This design comes from an exercise in tuning for small area, a short achievable clock period and few clock cycles on the open sky130 flow, not from production work. Function was checked by simulation only, so behaviour that the tests miss may differ from the original.

File: flow/config.mk
export PLATFORM = sky130hd
export DESIGN_NAME = Deco
export DESIGN_NICKNAME = Deco
export VERILOG_FILES = /design/flow/design.v
export SDC_FILE = /design/flow/constraint.sdc
export NUM_CORES = 4
export LEC_CHECK = 0
export CAP_MARGIN = 20
export CORE_MARGIN = 2
export CORE_UTILIZATION = 40
export SLEW_MARGIN = 20
File: flow/constraint.sdc
create_clock -name core_clock -period 44.0 [get_ports {clk_p_i}]
set_input_delay 8.8000 -clock core_clock [delete_from_list [all_inputs] [get_ports {clk_p_i}]]
set_output_delay 8.8000 -clock core_clock [all_outputs]
set_load 0.01 [all_outputs]
File: flow/design.v
module over(a, b, result);
	parameter WIDTH = 12;
	parameter MSB   = WIDTH-1;
	parameter neg 	= {1'b1, {(WIDTH-1){1'b0}}};
	parameter pos 	= {1'b0, {(WIDTH-1){1'b1}}};
	input signed [WIDTH-1:0] a, b;
	output reg signed [WIDTH-1:0] result;
	reg signed [WIDTH-1:0] temp;
	reg overflow, underflow;
	reg extra;
	always @* begin
		{extra, temp} = {a[MSB], a} + {b[MSB], b};
		overflow  = ({extra, temp[MSB]} == 2'b01) ? 1'b1 : 1'b0;
		underflow = ({extra, temp[MSB]} == 2'b10) ? 1'b1 : 1'b0;
		result = 	(overflow) 	? pos : 
					(underflow)	? neg : temp;
	end
endmodule
module Siso(
						 clk_i,
						 reset_n_i,
						 read_en_i,
						 sys_i,
						 enc_i,
						 ext_i,
						 data_o,
						 finish
	);
	parameter data_size  	= 12;                             
	parameter input_size 	= 5;                                 
	parameter extend_size	= 7;                                 
	parameter block_size 	= 21;                                
	parameter neg_inf    	= {1'b1, {(data_size-1){1'b0}}};     
	parameter LLR_size	 	= extend_size*data_size;
	parameter READ_DATA  	= 3'b000;
	parameter BRANCH     	= 3'b001;
	parameter FORWARD    	= 3'b010;
	parameter BACKWARD   	= 3'b011;
	parameter LLR_COMPUTE	= 3'b100;
	input                       clk_i;
	input                       reset_n_i;
	input                       read_en_i;
	input  signed  [28-1:0]     sys_i;
	input  signed  [28-1:0]     enc_i;
	input  signed  [LLR_size-1:0]     ext_i;
	output signed  [LLR_size-1:0]     data_o;
	output                      finish;
	reg					[2:0]						state, state_nxt;
	reg                         done, done_nxt;
	assign finish = done;
	reg signed  [3:0]	        sys                 	[0:extend_size-1];
	reg signed  [3:0]	        sys_nxt                 [0:extend_size-1];
	reg signed  [3:0]	        enc                 	[0:extend_size-1];
	reg signed  [3:0]	        enc_nxt             	[0:extend_size-1];
	reg signed  [data_size-1:0]	ext                 	[0:extend_size-1];
	reg signed  [data_size-1:0]	ext_nxt             	[0:extend_size-1];
	reg signed	[3:0]	        sys_neg               	[0:extend_size-1];
	reg signed	[3:0]	        enc_neg              	[0:extend_size-1];
	reg signed	[data_size-1:0]	ext_neg                 [0:extend_size-1];
	reg signed	[data_size-1:0]	sys_enc                 [0:extend_size-1] [0:3];
	reg signed	[data_size-1:0]	branch_metrics 			[0:extend_size-1] [0:3] [0:3];   
	reg signed	[data_size-1:0]	branch_metrics_nxt		[0:extend_size-1] [0:3] [0:3];   
	reg signed	[data_size-1:0]	forward_metrics 		[0:extend_size  ] [0:3];
	reg signed	[data_size-1:0]	forward_metrics_prev 	[0:extend_size  ] [0:3];
	reg signed	[data_size-1:0]	backward_metrics 		[0:extend_size  ] [0:3];
	reg signed	[data_size-1:0]	backward_metrics_prev	[0:extend_size  ] [0:3];
	reg signed	[data_size-1:0]	LLR             		[0:extend_size-1];
	reg signed	[data_size-1:0]	LLR_nxt             	[0:extend_size-1];
	wire signed	[data_size-1:0]	branch_sum				[0:extend_size-1] [0:3];
	wire signed	[data_size-1:0]	forward_sum				[0:extend_size-1] [0:7];
	wire signed	[data_size-1:0]	backward_sum			[0:extend_size-1] [0:7];
	wire signed	[data_size-1:0]	LLR_sum					[0:extend_size-1] [0:7];
	reg signed  [data_size-1:0] negative            [0:extend_size-1][0:3];    
	reg signed  [data_size-1:0] positive            [0:extend_size-1][0:3];  
	reg signed  [data_size-1:0] max_negative		[0:extend_size-1];
	reg signed  [data_size-1:0] max_negative_neg	[0:extend_size-1];
	reg signed  [data_size-1:0] max_positive		[0:extend_size-1];
	reg signed  [data_size-1:0] temp_positive_1		[0:extend_size-1];
	reg signed  [data_size-1:0] temp_positive_2		[0:extend_size-1];
	reg signed  [data_size-1:0] temp_negative_1		[0:extend_size-1];
	reg signed  [data_size-1:0] temp_negative_2		[0:extend_size-1];
	wire signed [data_size-1:0] LLR_result			[0:extend_size-1];
	integer i, k, n; 
	assign data_o = {LLR[0], LLR[1], LLR[2], LLR[3], LLR[4], LLR[5], LLR[6]};
	always@(*) begin
		for(n=0;n<extend_size;n=n+1) begin
			sys_neg[n] = ~sys[n] + 1;
			enc_neg[n] = ~enc[n] + 1;
			ext_neg[n] = ~ext[n] + 1;
			max_negative_neg[n] = ~max_negative[n] + 1;
			sys_enc[n][0] = sys[n] + enc[n];
			sys_enc[n][1] = sys[n] - enc[n];
			sys_enc[n][2] = -sys[n] + enc[n];
			sys_enc[n][3] = -sys[n] - enc[n];
		end
	end
	genvar j, l, m;
	generate
		for(l=1;l<=extend_size;l=l+1) begin
			over f0(.a(forward_metrics[l-1][0]), .b(branch_metrics[l-1][0][0]), .result(forward_sum[l-1][0]) );
			over f1(.a(forward_metrics[l-1][1]), .b(branch_metrics[l-1][1][0]), .result(forward_sum[l-1][1]) );
			over f2(.a(forward_metrics[l-1][2]), .b(branch_metrics[l-1][2][1]), .result(forward_sum[l-1][2]) );
			over f3(.a(forward_metrics[l-1][3]), .b(branch_metrics[l-1][3][1]), .result(forward_sum[l-1][3]) );
			over f4(.a(forward_metrics[l-1][0]), .b(branch_metrics[l-1][0][2]), .result(forward_sum[l-1][4]) );
			over f5(.a(forward_metrics[l-1][1]), .b(branch_metrics[l-1][1][2]), .result(forward_sum[l-1][5]) );
			over f6(.a(forward_metrics[l-1][2]), .b(branch_metrics[l-1][2][3]), .result(forward_sum[l-1][6]) );
			over f7(.a(forward_metrics[l-1][3]), .b(branch_metrics[l-1][3][3]), .result(forward_sum[l-1][7]) );
			over b0(.a(backward_metrics[l-1][0]), .b(branch_metrics[extend_size-l][0][0]), .result(backward_sum[l-1][0]) );
			over b1(.a(backward_metrics[l-1][2]), .b(branch_metrics[extend_size-l][0][2]), .result(backward_sum[l-1][1]) );
			over b2(.a(backward_metrics[l-1][0]), .b(branch_metrics[extend_size-l][1][0]), .result(backward_sum[l-1][2]) );
			over b3(.a(backward_metrics[l-1][2]), .b(branch_metrics[extend_size-l][1][2]), .result(backward_sum[l-1][3]) );
			over b4(.a(backward_metrics[l-1][1]), .b(branch_metrics[extend_size-l][2][1]), .result(backward_sum[l-1][4]) );
			over b5(.a(backward_metrics[l-1][3]), .b(branch_metrics[extend_size-l][2][3]), .result(backward_sum[l-1][5]) );
			over b6(.a(backward_metrics[l-1][1]), .b(branch_metrics[extend_size-l][3][1]), .result(backward_sum[l-1][6]) );
			over b7(.a(backward_metrics[l-1][3]), .b(branch_metrics[extend_size-l][3][3]), .result(backward_sum[l-1][7]) );
		end
		for(m=0;m<extend_size;m=m+1) begin
			over LLR0(.a(forward_sum[m][0]), .b(backward_metrics[extend_size-m-1][0]), .result(LLR_sum[m][0]) );
			over LLR1(.a(forward_sum[m][5]), .b(backward_metrics[extend_size-m-1][2]), .result(LLR_sum[m][1]) );
			over LLR2(.a(forward_sum[m][2]), .b(backward_metrics[extend_size-m-1][1]), .result(LLR_sum[m][2]) );
			over LLR3(.a(forward_sum[m][7]), .b(backward_metrics[extend_size-m-1][3]), .result(LLR_sum[m][3]) );
			over LLR4(.a(forward_sum[m][4]), .b(backward_metrics[extend_size-m-1][2]), .result(LLR_sum[m][4]) );
			over LLR5(.a(forward_sum[m][1]), .b(backward_metrics[extend_size-m-1][0]), .result(LLR_sum[m][5]) );
			over LLR6(.a(forward_sum[m][6]), .b(backward_metrics[extend_size-m-1][3]), .result(LLR_sum[m][6]) );
			over LLR7(.a(forward_sum[m][3]), .b(backward_metrics[extend_size-m-1][1]), .result(LLR_sum[m][7]) );
			over LLRk(.a(max_positive[m]), .b(max_negative_neg[m]), .result(LLR_result[m]) );
			over Branch0(.a(sys_enc[m][3]), .b(ext_neg[m]), .result(branch_sum[m][0]) );
			over Branch1(.a(sys_enc[m][0]), .b(ext[m]), 	.result(branch_sum[m][1]) );
			over Branch2(.a(sys_enc[m][1]), .b(ext[m]), 	.result(branch_sum[m][2]) );
			over Branch3(.a(sys_enc[m][2]), .b(ext_neg[m]), .result(branch_sum[m][3]) );
		end
	endgenerate
	always @(*) begin
		for(k=0;k<extend_size;k=k+1) begin
			max_negative[k] = {data_size{1'b0}};
			max_positive[k] = {data_size{1'b0}};
			temp_positive_1[k] = {data_size{1'b0}};
			temp_positive_2[k] = {data_size{1'b0}};
			temp_negative_1[k] = {data_size{1'b0}};
			temp_negative_2[k] = {data_size{1'b0}};
			for(n=0;n<4;n=n+1) begin
				negative[k][n] = {data_size{1'b0}};
				positive[k][n] = {data_size{1'b0}};
			end
			sys_nxt[k] = 0;
			enc_nxt[k] = 0;
			ext_nxt[k] = 0;
			branch_metrics_nxt[k][0][0] = branch_metrics[k][0][0];
			branch_metrics_nxt[k][0][2] = branch_metrics[k][0][2];
			branch_metrics_nxt[k][1][0] = branch_metrics[k][1][0];
			branch_metrics_nxt[k][1][2] = branch_metrics[k][1][2];
			branch_metrics_nxt[k][2][1] = branch_metrics[k][2][1];
			branch_metrics_nxt[k][2][3] = branch_metrics[k][2][3];
			branch_metrics_nxt[k][3][1] = branch_metrics[k][3][1];
			branch_metrics_nxt[k][3][3] = branch_metrics[k][3][3];
			forward_metrics[k+1][0] = forward_metrics_prev[k+1][0];
			forward_metrics[k+1][1] = forward_metrics_prev[k+1][1];
			forward_metrics[k+1][2] = forward_metrics_prev[k+1][2];
			forward_metrics[k+1][3] = forward_metrics_prev[k+1][3];
			backward_metrics[k+1][0] = backward_metrics_prev[k+1][0];
			backward_metrics[k+1][1] = backward_metrics_prev[k+1][1];
			backward_metrics[k+1][2] = backward_metrics_prev[k+1][2];
			backward_metrics[k+1][3] = backward_metrics_prev[k+1][3];
			LLR_nxt[k] = LLR[k];
		end
		forward_metrics[0][0] = 0;
		forward_metrics[0][1] = neg_inf;
		forward_metrics[0][2] = neg_inf;
		forward_metrics[0][3] = neg_inf;
		backward_metrics[0][0] = 0;
		backward_metrics[0][1] = neg_inf;
		backward_metrics[0][2] = neg_inf;
		backward_metrics[0][3] = neg_inf;
		done_nxt = 0;
		state_nxt = 3'b0;
		case(state)
			READ_DATA: begin
				if(read_en_i == 1) begin
					sys_nxt[6] = sys_i[3:0];
					sys_nxt[5] = sys_i[7:4];
					sys_nxt[4] = sys_i[11:8];
					sys_nxt[3] = sys_i[15:12];
					sys_nxt[2] = sys_i[19:16];
					sys_nxt[1] = sys_i[23:20];
					sys_nxt[0] = sys_i[27:24];
					enc_nxt[6] = enc_i[3:0];
					enc_nxt[5] = enc_i[7:4];
					enc_nxt[4] = enc_i[11:8];
					enc_nxt[3] = enc_i[15:12];
					enc_nxt[2] = enc_i[19:16];
					enc_nxt[1] = enc_i[23:20];
					enc_nxt[0] = enc_i[27:24];
					ext_nxt[6] = ext_i[LLR_size-1 - 6*data_size -: data_size];
					ext_nxt[5] = ext_i[LLR_size-1 - 5*data_size -: data_size];
					ext_nxt[4] = ext_i[LLR_size-1 - 4*data_size -: data_size];
					ext_nxt[3] = ext_i[LLR_size-1 - 3*data_size -: data_size];
					ext_nxt[2] = ext_i[LLR_size-1 - 2*data_size -: data_size];
					ext_nxt[1] = ext_i[LLR_size-1 - data_size -: data_size];
					ext_nxt[0] = ext_i[LLR_size-1 -: data_size];
					state_nxt = BRANCH;
				end
				else begin
					state_nxt = READ_DATA;
				end
			end
			BRANCH: begin
				for(k=0;k<extend_size;k=k+1) begin
					branch_metrics_nxt[k][0][0] = branch_sum[k][0];  
					branch_metrics_nxt[k][0][2] = branch_sum[k][1];  
					branch_metrics_nxt[k][1][0] = branch_sum[k][2];  
					branch_metrics_nxt[k][1][2] = branch_sum[k][3];  
					branch_metrics_nxt[k][2][1] = branch_sum[k][0];  
					branch_metrics_nxt[k][2][3] = branch_sum[k][1];  
					branch_metrics_nxt[k][3][1] = branch_sum[k][2];  
					branch_metrics_nxt[k][3][3] = branch_sum[k][3];  
				end
				state_nxt = FORWARD;
			end
			FORWARD: begin
				forward_metrics[0][0] = 0;
				forward_metrics[0][1] = neg_inf;
				forward_metrics[0][2] = neg_inf;
				forward_metrics[0][3] = neg_inf;
				for(k=1;k<=extend_size;k=k+1) begin
					forward_metrics[k][0] = (forward_sum[k-1][0] > forward_sum[k-1][1]) ? forward_sum[k-1][0] : forward_sum[k-1][1];
					forward_metrics[k][1] = (forward_sum[k-1][2] > forward_sum[k-1][3]) ? forward_sum[k-1][2] : forward_sum[k-1][3];
					forward_metrics[k][2] = (forward_sum[k-1][4] > forward_sum[k-1][5]) ? forward_sum[k-1][4] : forward_sum[k-1][5];
					forward_metrics[k][3] = (forward_sum[k-1][6] > forward_sum[k-1][7]) ? forward_sum[k-1][6] : forward_sum[k-1][7];
				end
				state_nxt = BACKWARD;
			end
			BACKWARD: begin
				backward_metrics[0][0] = 0;             
				backward_metrics[0][1] = neg_inf;       
				backward_metrics[0][2] = neg_inf;       
				backward_metrics[0][3] = neg_inf;       
				for(k=1;k<=extend_size;k=k+1) begin     
					backward_metrics[k][0] = (backward_sum[k-1][0] > backward_sum[k-1][1]) ? backward_sum[k-1][0] : backward_sum[k-1][1];
					backward_metrics[k][1] = (backward_sum[k-1][2] > backward_sum[k-1][3]) ? backward_sum[k-1][2] : backward_sum[k-1][3];
					backward_metrics[k][2] = (backward_sum[k-1][4] > backward_sum[k-1][5]) ? backward_sum[k-1][4] : backward_sum[k-1][5];
					backward_metrics[k][3] = (backward_sum[k-1][6] > backward_sum[k-1][7]) ? backward_sum[k-1][6] : backward_sum[k-1][7];
				end
				state_nxt = LLR_COMPUTE;
			end
			LLR_COMPUTE: begin
				for(k=0;k<extend_size;k=k+1) begin
					negative[k][0] = LLR_sum[k][0];
					negative[k][1] = LLR_sum[k][1];
					negative[k][2] = LLR_sum[k][2];
					negative[k][3] = LLR_sum[k][3];
					positive[k][0] = LLR_sum[k][4];
					positive[k][1] = LLR_sum[k][5];
					positive[k][2] = LLR_sum[k][6];
					positive[k][3] = LLR_sum[k][7];
					temp_positive_1[k] = (positive[k][0]>positive[k][1]) ? positive[k][0] : positive[k][1];
					temp_positive_2[k] = (positive[k][2]>positive[k][3]) ? positive[k][2] : positive[k][3];
					max_positive[k] = (temp_positive_1[k]>temp_positive_2[k]) ? temp_positive_1[k] : temp_positive_2[k];
					temp_negative_1[k] = (negative[k][0]>negative[k][1]) ? negative[k][0] : negative[k][1];
					temp_negative_2[k] = (negative[k][2]>negative[k][3]) ? negative[k][2] : negative[k][3];
					max_negative[k] = (temp_negative_1[k]>temp_negative_2[k]) ? temp_negative_1[k] : temp_negative_2[k];
					LLR_nxt[k] = LLR_result[k];
				end
				state_nxt = READ_DATA;
				done_nxt  = 1;
			end
		endcase
	end
		always@(posedge clk_i or negedge reset_n_i)
		begin
			if (reset_n_i == 1'b0)begin  
				state <= READ_DATA;
				done  <= 0;
				for(k=0;k<extend_size;k=k+1) begin
					sys[k] <= 0;
					enc[k] <= 0;
					ext[k] <= 0;
					branch_metrics[k][0][0] <= 0;
					branch_metrics[k][0][2] <= 0;
					branch_metrics[k][1][0] <= 0;
					branch_metrics[k][1][2] <= 0;
					branch_metrics[k][2][1] <= 0;
					branch_metrics[k][2][3] <= 0;
					branch_metrics[k][3][1] <= 0;
					branch_metrics[k][3][3] <= 0;
					forward_metrics_prev[k+1][0] <= 0;
					forward_metrics_prev[k+1][1] <= 0;
					forward_metrics_prev[k+1][2] <= 0;
					forward_metrics_prev[k+1][3] <= 0;
					backward_metrics_prev[k+1][0] <= 0;
					backward_metrics_prev[k+1][1] <= 0;
					backward_metrics_prev[k+1][2] <= 0;
					backward_metrics_prev[k+1][3] <= 0;
					LLR[k] <= 0;
				end
			end
			else begin 
				state <= state_nxt;
				done  <= done_nxt;
				for(k=0;k<extend_size;k=k+1) begin
					sys[k] <= sys_nxt[k];
					enc[k] <= enc_nxt[k];
					ext[k] <= ext_nxt[k];
					branch_metrics[k][0][0] <= branch_metrics_nxt[k][0][0];
					branch_metrics[k][0][2] <= branch_metrics_nxt[k][0][2];
					branch_metrics[k][1][0] <= branch_metrics_nxt[k][1][0];
					branch_metrics[k][1][2] <= branch_metrics_nxt[k][1][2];
					branch_metrics[k][2][1] <= branch_metrics_nxt[k][2][1];
					branch_metrics[k][2][3] <= branch_metrics_nxt[k][2][3];
					branch_metrics[k][3][1] <= branch_metrics_nxt[k][3][1];
					branch_metrics[k][3][3] <= branch_metrics_nxt[k][3][3];
					forward_metrics_prev[k+1][0] <= forward_metrics[k+1][0];
					forward_metrics_prev[k+1][1] <= forward_metrics[k+1][1];
					forward_metrics_prev[k+1][2] <= forward_metrics[k+1][2];
					forward_metrics_prev[k+1][3] <= forward_metrics[k+1][3];
					backward_metrics_prev[k+1][0] <= backward_metrics[k+1][0];
					backward_metrics_prev[k+1][1] <= backward_metrics[k+1][1];
					backward_metrics_prev[k+1][2] <= backward_metrics[k+1][2];
					backward_metrics_prev[k+1][3] <= backward_metrics[k+1][3];
					LLR[k] <= LLR_nxt[k];
				end
			end
		end
endmodule
module over1(a, b, result);
	parameter WIDTH = 12;
	parameter MSB   = WIDTH-1;
	parameter neg 	= {1'b1, {(WIDTH-1){1'b0}}};
	parameter pos 	= {1'b0, {(WIDTH-1){1'b1}}};
	input signed [WIDTH-1:0] a, b;
	output reg signed [WIDTH-1:0] result;
	reg signed [WIDTH-1:0] temp;
	reg overflow, underflow;
	reg extra;
    reg signed [WIDTH-1:0] b_com;
	always @* begin
        b_com = ~b + 1;
		{extra, temp} = {a[MSB], a} + {b_com[MSB], b_com};
		overflow  = ({extra, temp[MSB]} == 2'b01) ? 1'b1 : 1'b0;
		underflow = ({extra, temp[MSB]} == 2'b10) ? 1'b1 : 1'b0;
		result = 	(overflow) 	? pos : 
					(underflow)	? neg : temp;
	end
endmodule
module Deco(
             clk_p_i,
             reset_n_i,
             data_i,
             data_o,
             start_i,
             done_o
);
    parameter MAX_ITER          = 10;
    parameter data_size         = 12;
    parameter input_size        = 5;
    parameter extend_size       = 7;                     
    parameter block_size        = 21;                    
    parameter LLR_size          = extend_size*data_size; 
    parameter S_READ            = 2'd0;
    parameter S_DEC1            = 2'd1;
    parameter S_DEC2            = 2'd2;
    parameter S_ITER_FINISH     = 2'd3;
    input                       clk_p_i;
    input                       reset_n_i;
    input   [block_size-1:0]    data_i;        
    output  [input_size-1:0]    data_o;
    input                       start_i;
    output                      done_o;
    reg     [input_size-1:0]                    out_reg; 
    reg     [input_size-1:0]                    LLR1_reg;
    reg     [input_size-1:0]                    LLR2_reg;
    wire    signed [27:0]                       vec0_1D;
    wire    signed [27:0]                       vec1_1D;
    wire    signed [LLR_size-1:0]               vec2_1D;
    wire    signed [LLR_size-1:0]               ext_i;
    reg     signed [27:0]                       sys_reg;
    reg     signed [27:0]                       enc_reg;
    reg     signed [LLR_size-1:0]               ext_reg;
    reg     signed [27:0]                       sys_reg_nxt;
    reg     signed [27:0]                       enc_reg_nxt;
    reg     signed [LLR_size-1:0]               ext_reg_nxt;
    wire    signed [data_size-1:0]              ext_out     [0:input_size-1];
    wire    signed [data_size-1:0]              ext1_out    [0:input_size-1];
    wire    signed [LLR_size-1:0]               siso1_o;
    reg     signed [3:0]                        vec0        [0:extend_size-1];
    reg     signed [3:0]                        vec1        [0:extend_size-1];
    reg     signed [3:0]                        vec2        [0:extend_size-1];
    reg     signed [extend_size-1:0]            vec0_reg;
    reg     signed [extend_size-1:0]            vec1_reg;
    reg     signed [extend_size-1:0]            vec2_reg;
    reg     signed [data_size-1:0]              temp_LLR        [0:extend_size-1];
    reg     signed [data_size-1:0]              temp_LLR_nxt    [0:extend_size-1];
    reg     signed [data_size-1:0]              temp_LLR1       [0:extend_size-1];
    reg     signed [data_size-1:0]              temp_LLR1_nxt   [0:extend_size-1];
    reg     [3:0]               state;
    reg     [3:0]               state_nxt;
    reg     [2:0]               read_counter;     
    reg     [2:0]               read_counter_nxt; 
    reg     [5:0]               iter_counter;
    reg     [5:0]               iter_counter_nxt;
    reg                         dec1_begin;
    reg                         dec1_begin_nxt;
    wire                        dec1_finish;
    reg                         start_reg;
    reg                         done;
    reg                         done_nxt; 
    wire   signed  [LLR_size-1:0]        middle1;
    wire   signed  [LLR_size-1:0]        middle2;
    wire   signed  [LLR_size-1:0]        middle3;
    wire   signed  [LLR_size-1:0]        middle4;
    Siso siso1(
      .clk_i(clk_p_i),
      .reset_n_i(reset_n_i),
      .read_en_i(dec1_begin),
      .sys_i(vec0_1D),
      .enc_i(vec1_1D),
      .ext_i(vec2_1D),
      .data_o(siso1_o),
      .finish(dec1_finish)
    );  
    over1 M111(.a(siso1_o[LLR_size-1 -: data_size]),  .b(temp_LLR[0]),  .result(middle1[LLR_size-1 -: data_size]));
    over1 M121(.a(middle1[LLR_size-1 -: data_size]),  .b({{(data_size-4){vec0[0][3]}}, vec0[0]}),  .result(middle2[LLR_size-1 -: data_size]));
    over1 M131(.a(middle2[LLR_size-1 -: data_size]),  .b({{(data_size-4){vec0[0][3]}}, vec0[0]}),  .result(ext_out[0]));
    over1 M211(.a(siso1_o[LLR_size-1 - 4*data_size -: data_size]),  .b(temp_LLR[4]),  .result(middle1[LLR_size-1 - data_size -: data_size]));
    over1 M221(.a(middle1[LLR_size-1 - data_size -: data_size]),  .b({{(data_size-4){vec0[4][3]}}, vec0[4]}),  .result(middle2[LLR_size-1 - data_size -: data_size]));
    over1 M231(.a(middle2[LLR_size-1 - data_size -: data_size]),  .b({{(data_size-4){vec0[4][3]}}, vec0[4]}),  .result(ext_out[1]));
    over1 M311(.a(siso1_o[LLR_size-1 - 2*data_size -: data_size]),  .b(temp_LLR[2]),  .result(middle1[LLR_size-1 - 2*data_size -: data_size]));
    over1 M321(.a(middle1[LLR_size-1 - 2*data_size -: data_size]),  .b({{(data_size-4){vec0[2][3]}}, vec0[2]}),  .result(middle2[LLR_size-1 - 2*data_size -: data_size]));
    over1 M331(.a(middle2[LLR_size-1 - 2*data_size -: data_size]),  .b({{(data_size-4){vec0[2][3]}}, vec0[2]}),  .result(ext_out[2]));
    over1 M411(.a(siso1_o[LLR_size-1 - data_size -: data_size]),  .b(temp_LLR[1]),  .result(middle1[LLR_size-1 - 3*data_size -: data_size]));
    over1 M421(.a(middle1[LLR_size-1 - 3*data_size -: data_size]),  .b({{(data_size-4){vec0[1][3]}}, vec0[1]}),  .result(middle2[LLR_size-1 - 3*data_size -: data_size]));
    over1 M431(.a(middle2[LLR_size-1 - 3*data_size -: data_size]),  .b({{(data_size-4){vec0[1][3]}}, vec0[1]}),  .result(ext_out[3]));
    over1 M511(.a(siso1_o[LLR_size-1 - 3*data_size -: data_size]),  .b(temp_LLR[3]),  .result(middle1[LLR_size-1 - 4*data_size -: data_size]));
    over1 M521(.a(middle1[LLR_size-1 - 4*data_size -: data_size]),  .b({{(data_size-4){vec0[3][3]}}, vec0[3]}),  .result(middle2[LLR_size-1 - 4*data_size -: data_size]));
    over1 M531(.a(middle2[LLR_size-1 - 4*data_size -: data_size]),  .b({{(data_size-4){vec0[3][3]}}, vec0[3]}),  .result(ext_out[4]));
    over1 M112(.a(siso1_o[LLR_size-1 -: data_size]),  .b(temp_LLR1[0]), .result(middle3[LLR_size-1 -: data_size]));
    over1 M122(.a(middle3[LLR_size-1 -: data_size]),  .b({{(data_size-4){vec0[0][3]}}, vec0[0]}),  .result(middle4[LLR_size-1 -: data_size]));
    over1 M132(.a(middle4[LLR_size-1 -: data_size]),  .b({{(data_size-4){vec0[0][3]}}, vec0[0]}),  .result(ext1_out[0]));
    over1 M212(.a(siso1_o[LLR_size-1 - 3*data_size -: data_size]),  .b(temp_LLR1[3]), .result(middle3[LLR_size-1 - data_size -: data_size]));
    over1 M222(.a(middle3[LLR_size-1 - data_size -: data_size]),  .b({{(data_size-4){vec0[1][3]}}, vec0[1]}),  .result(middle4[LLR_size-1 - data_size -: data_size]));
    over1 M232(.a(middle4[LLR_size-1 - data_size -: data_size]),  .b({{(data_size-4){vec0[1][3]}}, vec0[1]}),  .result(ext1_out[1]));
    over1 M312(.a(siso1_o[LLR_size-1 - 2*data_size -: data_size]),  .b(temp_LLR1[2]), .result(middle3[LLR_size-1 - 2*data_size -: data_size]));
    over1 M322(.a(middle3[LLR_size-1 - 2*data_size -: data_size]),  .b({{(data_size-4){vec0[2][3]}}, vec0[2]}),  .result(middle4[LLR_size-1 - 2*data_size -: data_size]));
    over1 M332(.a(middle4[LLR_size-1 - 2*data_size -: data_size]),  .b({{(data_size-4){vec0[2][3]}}, vec0[2]}),  .result(ext1_out[2]));
    over1 M412(.a(siso1_o[LLR_size-1 - 4*data_size -: data_size]),  .b(temp_LLR1[4]), .result(middle3[LLR_size-1 - 3*data_size -: data_size]));
    over1 M422(.a(middle3[LLR_size-1 - 3*data_size -: data_size]),  .b({{(data_size-4){vec0[3][3]}}, vec0[3]}),  .result(middle4[LLR_size-1 - 3*data_size -: data_size]));
    over1 M432(.a(middle4[LLR_size-1 - 3*data_size -: data_size]),  .b({{(data_size-4){vec0[3][3]}}, vec0[3]}),  .result(ext1_out[3]));
    over1 M512(.a(siso1_o[LLR_size-1 - data_size -: data_size]),  .b(temp_LLR1[1]), .result(middle3[LLR_size-1 - 4*data_size -: data_size]));
    over1 M522(.a(middle3[LLR_size-1 - 4*data_size -: data_size]),  .b({{(data_size-4){vec0[4][3]}}, vec0[4]}),  .result(middle4[LLR_size-1 - 4*data_size -: data_size]));
    over1 M532(.a(middle4[LLR_size-1 - 4*data_size -: data_size]),  .b({{(data_size-4){vec0[4][3]}}, vec0[4]}),  .result(ext1_out[4]));
    assign done_o = done;
    assign vec0_1D = sys_reg;
    assign vec1_1D = enc_reg;
    assign vec2_1D = ext_reg;
    assign data_o = out_reg;
    integer i;
    reg                         vec_we;
    reg                         out_we;
    reg     [input_size-1:0]    out_nxt;
    always @(*) begin
        for(i=0;i<extend_size;i=i+1) begin
            temp_LLR_nxt[i] = temp_LLR[i];
            temp_LLR1_nxt[i] = temp_LLR1[i];
        end
        vec_we = 1'b0;
        out_we = 1'b0;
        out_nxt = out_reg;
        LLR1_reg = {input_size{1'b0}};
        LLR2_reg = {input_size{1'b0}};
        sys_reg_nxt = sys_reg;
        enc_reg_nxt = enc_reg;
        ext_reg_nxt = ext_reg;
        state_nxt = state;
        read_counter_nxt = read_counter;
        iter_counter_nxt = iter_counter;
        dec1_begin_nxt = dec1_begin;
        done_nxt = done;
        case(state) 
            S_READ: begin
                done_nxt = 0;
                if(start_reg == 1) begin
                    if(read_counter < 4) begin
                        vec_we = 1'b1;
                        read_counter_nxt = read_counter + 1;
                        dec1_begin_nxt = 0;
                        state_nxt = S_READ;
                        iter_counter_nxt = iter_counter;
                    end
                    else begin
                        sys_reg_nxt = {vec0[0][3:0], vec0[1][3:0], vec0[2][3:0], vec0[3][3:0], vec0[4][3:0], vec0[5][3:0], vec0[6][3:0]};
                        enc_reg_nxt = {vec1[0][3:0], vec1[1][3:0], vec1[2][3:0], vec1[3][3:0], vec1[4][3:0], vec1[5][3:0], vec1[6][3:0]};
                        ext_reg_nxt = {temp_LLR[0], temp_LLR[1], temp_LLR[2], temp_LLR[3], temp_LLR[4], temp_LLR[5], temp_LLR[6]};
                        read_counter_nxt = 0;
                        dec1_begin_nxt = 1;
                        state_nxt = S_DEC1;
                    end
                end
                else begin
                    read_counter_nxt = 0;
                    dec1_begin_nxt = 0;
                    state_nxt = S_READ;
                    iter_counter_nxt = iter_counter;
                end
            end 
            S_DEC1: begin
                if(dec1_finish == 1) begin
                    sys_reg_nxt  = {vec0[0][3:0], vec0[4][3:0], vec0[2][3:0], vec0[1][3:0], vec0[3][3:0], 4'b0, 4'b0};
                    enc_reg_nxt  = {vec2[0][3:0], vec2[1][3:0], vec2[2][3:0], vec2[3][3:0], vec2[4][3:0], vec2[5][3:0], vec2[6][3:0]};
                    temp_LLR1_nxt[0] = ext_out[0];
                    temp_LLR1_nxt[1] = ext_out[1];
                    temp_LLR1_nxt[2] = ext_out[2];
                    temp_LLR1_nxt[3] = ext_out[3];
                    temp_LLR1_nxt[4] = ext_out[4];
                    temp_LLR1_nxt[5] = {(data_size){1'b0}};
                    temp_LLR1_nxt[6] = {(data_size){1'b0}};
                    ext_reg_nxt  = {temp_LLR1_nxt[0], temp_LLR1_nxt[1], temp_LLR1_nxt[2], temp_LLR1_nxt[3], temp_LLR1_nxt[4], temp_LLR1_nxt[5], temp_LLR1_nxt[6]};
                    read_counter_nxt = 0;
                    dec1_begin_nxt = 1;
                    state_nxt = S_DEC2;
                    iter_counter_nxt = iter_counter;
                end
                else begin
                    read_counter_nxt = 0;
                    dec1_begin_nxt = 0;
                    state_nxt = S_DEC1;
                    iter_counter_nxt = iter_counter;
                end
            end
            S_DEC2: begin
                if(dec1_finish == 1) begin
                    sys_reg_nxt = {vec0[0][3:0], vec0[1][3:0], vec0[2][3:0], vec0[3][3:0], vec0[4][3:0], vec0[5][3:0], vec0[6][3:0]};
                    enc_reg_nxt = {vec1[0][3:0], vec1[1][3:0], vec1[2][3:0], vec1[3][3:0], vec1[4][3:0], vec1[5][3:0], vec1[6][3:0]};
                    temp_LLR_nxt[0] = ext1_out[0];
                    temp_LLR_nxt[1] = ext1_out[1];
                    temp_LLR_nxt[2] = ext1_out[2];
                    temp_LLR_nxt[3] = ext1_out[3];
                    temp_LLR_nxt[4] = ext1_out[4];
                    temp_LLR_nxt[5] = {(data_size){1'b0}};
                    temp_LLR_nxt[6] = {(data_size){1'b0}};
                    ext_reg_nxt  = {temp_LLR_nxt[0], temp_LLR_nxt[1], temp_LLR_nxt[2], temp_LLR_nxt[3], temp_LLR_nxt[4], temp_LLR_nxt[5], temp_LLR_nxt[6]};
                    read_counter_nxt = 0;
                    LLR1_reg[4] = temp_LLR1_nxt[0][data_size-1] == 1 ? 0 : 1;
                    LLR1_reg[3] = temp_LLR1_nxt[3][data_size-1] == 1 ? 0 : 1;
                    LLR1_reg[2] = temp_LLR1_nxt[2][data_size-1] == 1 ? 0 : 1;
                    LLR1_reg[1] = temp_LLR1_nxt[4][data_size-1] == 1 ? 0 : 1;
                    LLR1_reg[0] = temp_LLR1_nxt[1][data_size-1] == 1 ? 0 : 1;
                    LLR2_reg[4] = temp_LLR_nxt[0][data_size-1] == 1 ? 0 : 1;
                    LLR2_reg[3] = temp_LLR_nxt[1][data_size-1] == 1 ? 0 : 1;
                    LLR2_reg[2] = temp_LLR_nxt[2][data_size-1] == 1 ? 0 : 1;
                    LLR2_reg[1] = temp_LLR_nxt[3][data_size-1] == 1 ? 0 : 1;
                    LLR2_reg[0] = temp_LLR_nxt[4][data_size-1] == 1 ? 0 : 1;
                    if(LLR1_reg == LLR2_reg) begin
                        state_nxt = S_ITER_FINISH;
                        dec1_begin_nxt = 0;
                        iter_counter_nxt = 0;
                        out_we = 1'b1;
                        out_nxt = LLR2_reg;
                    end
                    else begin
                        if(iter_counter != MAX_ITER-1) begin
                            state_nxt = S_DEC1;
                            dec1_begin_nxt = 1;
                            iter_counter_nxt = iter_counter + 1;
                        end
                        else begin
                            state_nxt = S_ITER_FINISH;
                            dec1_begin_nxt = 0;
                            iter_counter_nxt = 0;
                            out_we = 1'b1;
                            out_nxt[4] = temp_LLR_nxt[0][data_size-1] == 1 ? 0 : 1;
                            out_nxt[3] = temp_LLR_nxt[1][data_size-1] == 1 ? 0 : 1;
                            out_nxt[2] = temp_LLR_nxt[2][data_size-1] == 1 ? 0 : 1;
                            out_nxt[1] = temp_LLR_nxt[3][data_size-1] == 1 ? 0 : 1;
                            out_nxt[0] = temp_LLR_nxt[4][data_size-1] == 1 ? 0 : 1;
                        end
                    end
                end
                else begin
                    read_counter_nxt = 0;
                    dec1_begin_nxt = 0;
                    state_nxt = S_DEC2;
                    iter_counter_nxt = iter_counter;
                end
            end
            S_ITER_FINISH: begin
                read_counter_nxt = 0;
                dec1_begin_nxt = 0;
                state_nxt = S_READ;
                iter_counter_nxt = 0;
                done_nxt = 1;
                for (i=0;i<extend_size;i=i+1) begin
                    temp_LLR_nxt[i] = {data_size{1'b0}};
                    temp_LLR1_nxt[i] = {data_size{1'b0}};
                end
            end
            default: begin
                state_nxt = state;
            end
        endcase
    end
    always@(posedge clk_p_i or negedge reset_n_i) begin
        if (reset_n_i == 1'b0) begin  
            state <= S_READ;
            done  <= 0;
            vec0_reg <= 7'b0;
            vec1_reg <= 7'b0;
            vec2_reg <= 7'b0;
            sys_reg  <= 27'b0;
            enc_reg  <= 27'b0;
            ext_reg  <= {LLR_size{1'b0}};
            for (i=0;i<extend_size;i=i+1) begin
                temp_LLR[i] <= {data_size{1'b0}};
                temp_LLR1[i] <= {data_size{1'b0}};
            end
            iter_counter <= 0;
            read_counter <= 0;
            dec1_begin <= 0;
            start_reg <= 0;
        end
        else begin 
            state <= state_nxt;
            done  <= done_nxt;
            vec0_reg <= data_i[20:14];
            vec1_reg <= data_i[13:7];
            vec2_reg <= data_i[6:0];
            sys_reg  <= sys_reg_nxt;
            enc_reg  <= enc_reg_nxt;
            ext_reg  <= ext_reg_nxt;
            for (i=0;i<extend_size;i=i+1) begin
                temp_LLR[i] <= temp_LLR_nxt[i];
                temp_LLR1[i] <= temp_LLR1_nxt[i];
            end
            iter_counter <= iter_counter_nxt;
            read_counter <= read_counter_nxt;
            dec1_begin <= dec1_begin_nxt;
            start_reg <= start_i;
        end
	end
    always@(posedge clk_p_i or negedge reset_n_i) begin
        if (reset_n_i == 1'b0) begin
            out_reg <= {input_size{1'b0}};
            for (i=0;i<extend_size;i=i+1) begin
                vec0[i] <= 4'b0;
                vec1[i] <= 4'b0;
                vec2[i] <= 4'b0;
            end
        end
        else begin
            if (out_we)
                out_reg <= out_nxt;
            if (vec_we) begin
                for (i=0;i<extend_size;i=i+1) begin
                    vec0[i][read_counter[1:0]] <= vec0_reg[6-i];
                    vec1[i][read_counter[1:0]] <= vec1_reg[6-i];
                    vec2[i][read_counter[1:0]] <= vec2_reg[6-i];
                end
            end
        end
	end
endmodule
File: flow/run.sh
#!/bin/bash
# synth_recipe.tcl (not shown) runs the flow's synth.tcl, then flattens the netlist and writes it again
# the make line also repeats each setting of config.mk as NAME=value (left out here)
make -C /OpenROAD-flow-scripts/flow DESIGN_CONFIG=/design/flow/config.mk WORK_HOME=/design/flow/orfs CLKGATE_MAP_FILE= SYNTH_SCRIPT=/design/flow/synth_recipe.tcl finish
==> run summary <==
## final cells by class
type / instances / area [sq um]
Multi-Input combinational cell: 18728 / 140000
Clock inverter: 108 / 1450
Sequential cell: 1354 / 33900
Antenna cell: 31 / 77.6
Tap cell: 6000 / 7510
Fill cell: 45270 / 255000
Timing Repair Buffer: 659 / 5110
Inverter: 2018 / 7580
Clock buffer: 234 / 5130
## synthesized netlist by cell type, drive strengths merged (46+ instances only)
library cell  instances  area share (%)
nor2               1725             3.5
dfrtp              1354              19
ha                 3043              21
nor4                 85            0.32
inv                2011             4.1
nor3                312            0.86
maj3                 95            0.52
buf                  53            0.13
xnor2              1309             6.3
nand2b              291             1.0
o22ai                46            0.16
a221o                51            0.28
a22o                104            0.50
o221ai              182            0.87
fa                  310             3.4
o41ai                76            0.42
o31ai               238            0.98
mux2i               348             1.9
nand4               170            0.58
nand3               242            0.67
mux2                105            0.65
a21o                669             2.7
and2                246            0.84
a31oi               159            0.55
and3                 51            0.17
o21a                631             2.6
a21oi              2221             6.1
nor2b               531             1.8
clkbuf              670             1.4
xor2                469             2.2
nand2              1760             3.6
o21ai              1690             4.6
a21boi              161            0.67
o211ai               92            0.38
or3                 117            0.40
a211oi               93            0.41
or2                 105            0.36
o21bai              493             2.0
## what timing repair did
action / CTS / global route
gates resized for setup: 8 / 241
pin swaps: 0 / 12
cloned: 0 / 1
buffers inserted: 0 / 17
setup endpoints to repair: 12 / 12
hold endpoints to repair: 0 / 0
## stage by stage
step	instance area (sq um)	std cells	hold slack (ns)	setup slack (ns)
3_3_place_gp	193000	28739	0.444	-1.19
2_1_floorplan	183000	22822	0.430	6.01
6_report	201000	29132	0.457	3.11
3_5_place_dp	193000	28740	0.452	-0.578
4_1_cts	199000	29082	0.444	0.149
5_1_grt	201000	29106	0.462	-0.177
## worst min-delay path by stage
stage / start / end / slack, ns / cells after the start
2_1_floorplan: sys_reg[0]$_DFFE_PN0P_ / sys_reg[0]$_DFFE_PN0P_ / 0.43 / 2
5_1_grt: ext_reg[38]$_DFFE_PN0P_ / siso1.ext[3][2]$_DFF_PN0_ / 0.46 / 1
3_5_place_dp: sys_reg[4]$_DFFE_PN0P_ / sys_reg[4]$_DFFE_PN0P_ / 0.45 / 2
6_report: sys_reg[4]$_DFFE_PN0P_ / sys_reg[4]$_DFFE_PN0P_ / 0.46 / 2
4_1_cts: ext_reg[38]$_DFFE_PN0P_ / siso1.ext[3][2]$_DFF_PN0_ / 0.44 / 1
3_3_place_gp: sys_reg[0]$_DFFE_PN0P_ / sys_reg[0]$_DFFE_PN0P_ / 0.44 / 2
## critical path, delay by kind of cell (launching register included)
kind | cells | cell delay, ns
AO/OA/AOI/OAI | 128 | 23.66
flip-flops | 1 | 0.50
AND/OR/NAND/NOR | 53 | 7.26
buffers and inverters | 13 | 2.34
adder cells (fa/ha/maj) | 20 | 6.22
multiplexers | 3 | 0.66
## per-layer routing
layer | share of wire [%] | routed length, um | up-vias
met5 | 0.032 | 246 | -
met1 | 48 | 367000 | 82231
met3 | 9.3 | 71000 | 933
met2 | 39 | 297000 | 6359
met4 | 3.2 | 24700 | 32
li1 | - | - | 81179
## cells by family (layout without fill, tap and decap cells)
kind of cell             Yosys count  count (layout)  share of synthesized area [%]
flip-flops                      1354            1354                           18.5
buffers and inverters           2741            3019                           5.64
AND/OR/NAND/NOR                 5750            5750                           14.7
adder cells (fa/ha/maj)         3448            3448                           24.7
other                              0              31                              0
AO/OA/AOI/OAI                   7298            7298                           25.3
multiplexers                     453             454                           2.57
XOR/XNOR                        1778            1778                           8.52
==> results.ini <==
[status]
status = finished clean

[drt]
post_drt_wl_per_cell_um = 26.1
vias = 170734
first_pass_iters = 6
drc = 0
routed_wl_um = 760000
antenna_left = 0
via_per_inst = 5.86
drt_iter0_drc = 18153

[die]
initial_utilization_pct = 40.1
rows = 248
coreArea_sq_um = 456000
io-pin-count = 30
fp.dieW_um = 680
fp.dieH_um = 680
die_area_sq_um = 463000

[clock_network]
insertion_delay_ns = 0.97
holdBufCountCts = 0
cts-root-buf = clkbuf_16
cts_max_level = 4
cts_max_path_buffers = 4
cts_buffers = 185
clock-sinks = 1354
cts_tree = built
path_clk_slew_ns = 0.07

[grt]
grt_use_met3_pct = 6.07
gr-max-usage-layer = met1
grt_pass1_vias = 158710
grt-ovfl-total = 0
antenna_found_initial = 107
gr-usage-met1_pct = 48.6
track_usage_pct = 31.8
grt_pass1_wl_um = 1090000
grt_use_met2_pct = 44.5
grt_max_degree = 134

[timing]
fin_crit_ns = 40.89
relSlewSlack_pct = 18.9
finalCritPeriodShare_pct = 92.9
final-max-slew-violation-count = 0
fmax_mhz = 24.5
finClkSkew_ns = 0.102
worst_pin_slew_ns = 1.20
setup_tns_ns = 0
hold_violations = 0
final-setup-viol-count = 0

[finish]
largest-register = siso1.branch_metrics
layout_commonest_cell = ha_1
fin_util_pct = 44.0
fin_nets = 26323
reg.largest.list = siso1.branch_metrics: 334 flops, siso1.backward_metrics_prev: 288 flops, siso1.forward_metrics_prev: 192 flops
syn_to_final_growth_pct = 9.82
largest_reg_flops = 334
layout_common_cells = ha_1, a21oi_1, inv_1
drive_gt1_share_pct = 6.61

[flow_run]
maxCapViolations = 0

[placed_design]
port-buffer-count = 29
dpl.hpwl_um = 637000
gp_congestion = 1.05

[synth]
synthesis.nets = 26199
netlist_instances = 22822
synth-seq-area-share_pct = 18.5
synth_edf_count = 0
ys_types = 129
yosys_warnings = 72
avgSynthCellArea_sq_um = 8.01
yosys_most_used_dff = dfrtp_1
netlist_area_sq_um = 183000
synthArstFlopShare_pct = 100
synth.ff_latch_count = 1354

[worst_setup_path]
worst_path_max_delay_cell = dfrtp_1
r2r_cells = 217
critPathKind = reg -> reg
crit_top_cell = a21oi_1
slowest_delay_ns = 0.50
endpoint_kind = flop
crit_path_start_kind = flop
regToRegSetupSlack_ns = 3.11
rr_startpoint = siso1.branch_metrics[98][11]$_DFFE_PN0P_
critPathMaxFanout = 19
cp.required_ns = 44.81
critPathLaunch = siso1.branch_metrics[98][11]$_DFFE_PN0P_
cp_data_arrival_time_ns = 41.70
critPathCapture = siso1.LLR[0][8]$_DFFE_PN0P_
worst_r2r_endpoint = siso1.LLR[0][8]$_DFFE_PN0P_

[min_path]
min_path_type = reg -> reg

Testbench counts, summed over its fixed seeds: cycles 14,068.

re-timing with driven ports:
No port has a modelled driver above. Below, the same layout with a new extraction and two added sets of constraints.
Step 1 (the two cells are an assumption about what drives the block):
set clk [get_ports {clk_p_i}]
set_driving_cell -lib_cell sky130_fd_sc_hd__clkbuf_16 $clk
set_driving_cell -lib_cell sky130_fd_sc_hd__buf_2 [delete_from_list [all_inputs] $clk]
Step 2 also shifts input and output timing later by t, the mid clock arrival at the registers, as if the neighbouring blocks saw the same clock.
Slacks: ideal ports / drivers / drivers and shift; pairs: ideal ports / drivers.
t, ns: 1.043
slack for setup (ns): 3.111 / 3.111 / 3.111
clock arrival spread, ns: 0.102 / 0.102
worst slew at a driven data input, ns: 0.14
After both steps this run still meets setup and hold. The setup slack of this run moves by 0.000 ns with the drivers and by 0.000 ns with both steps.
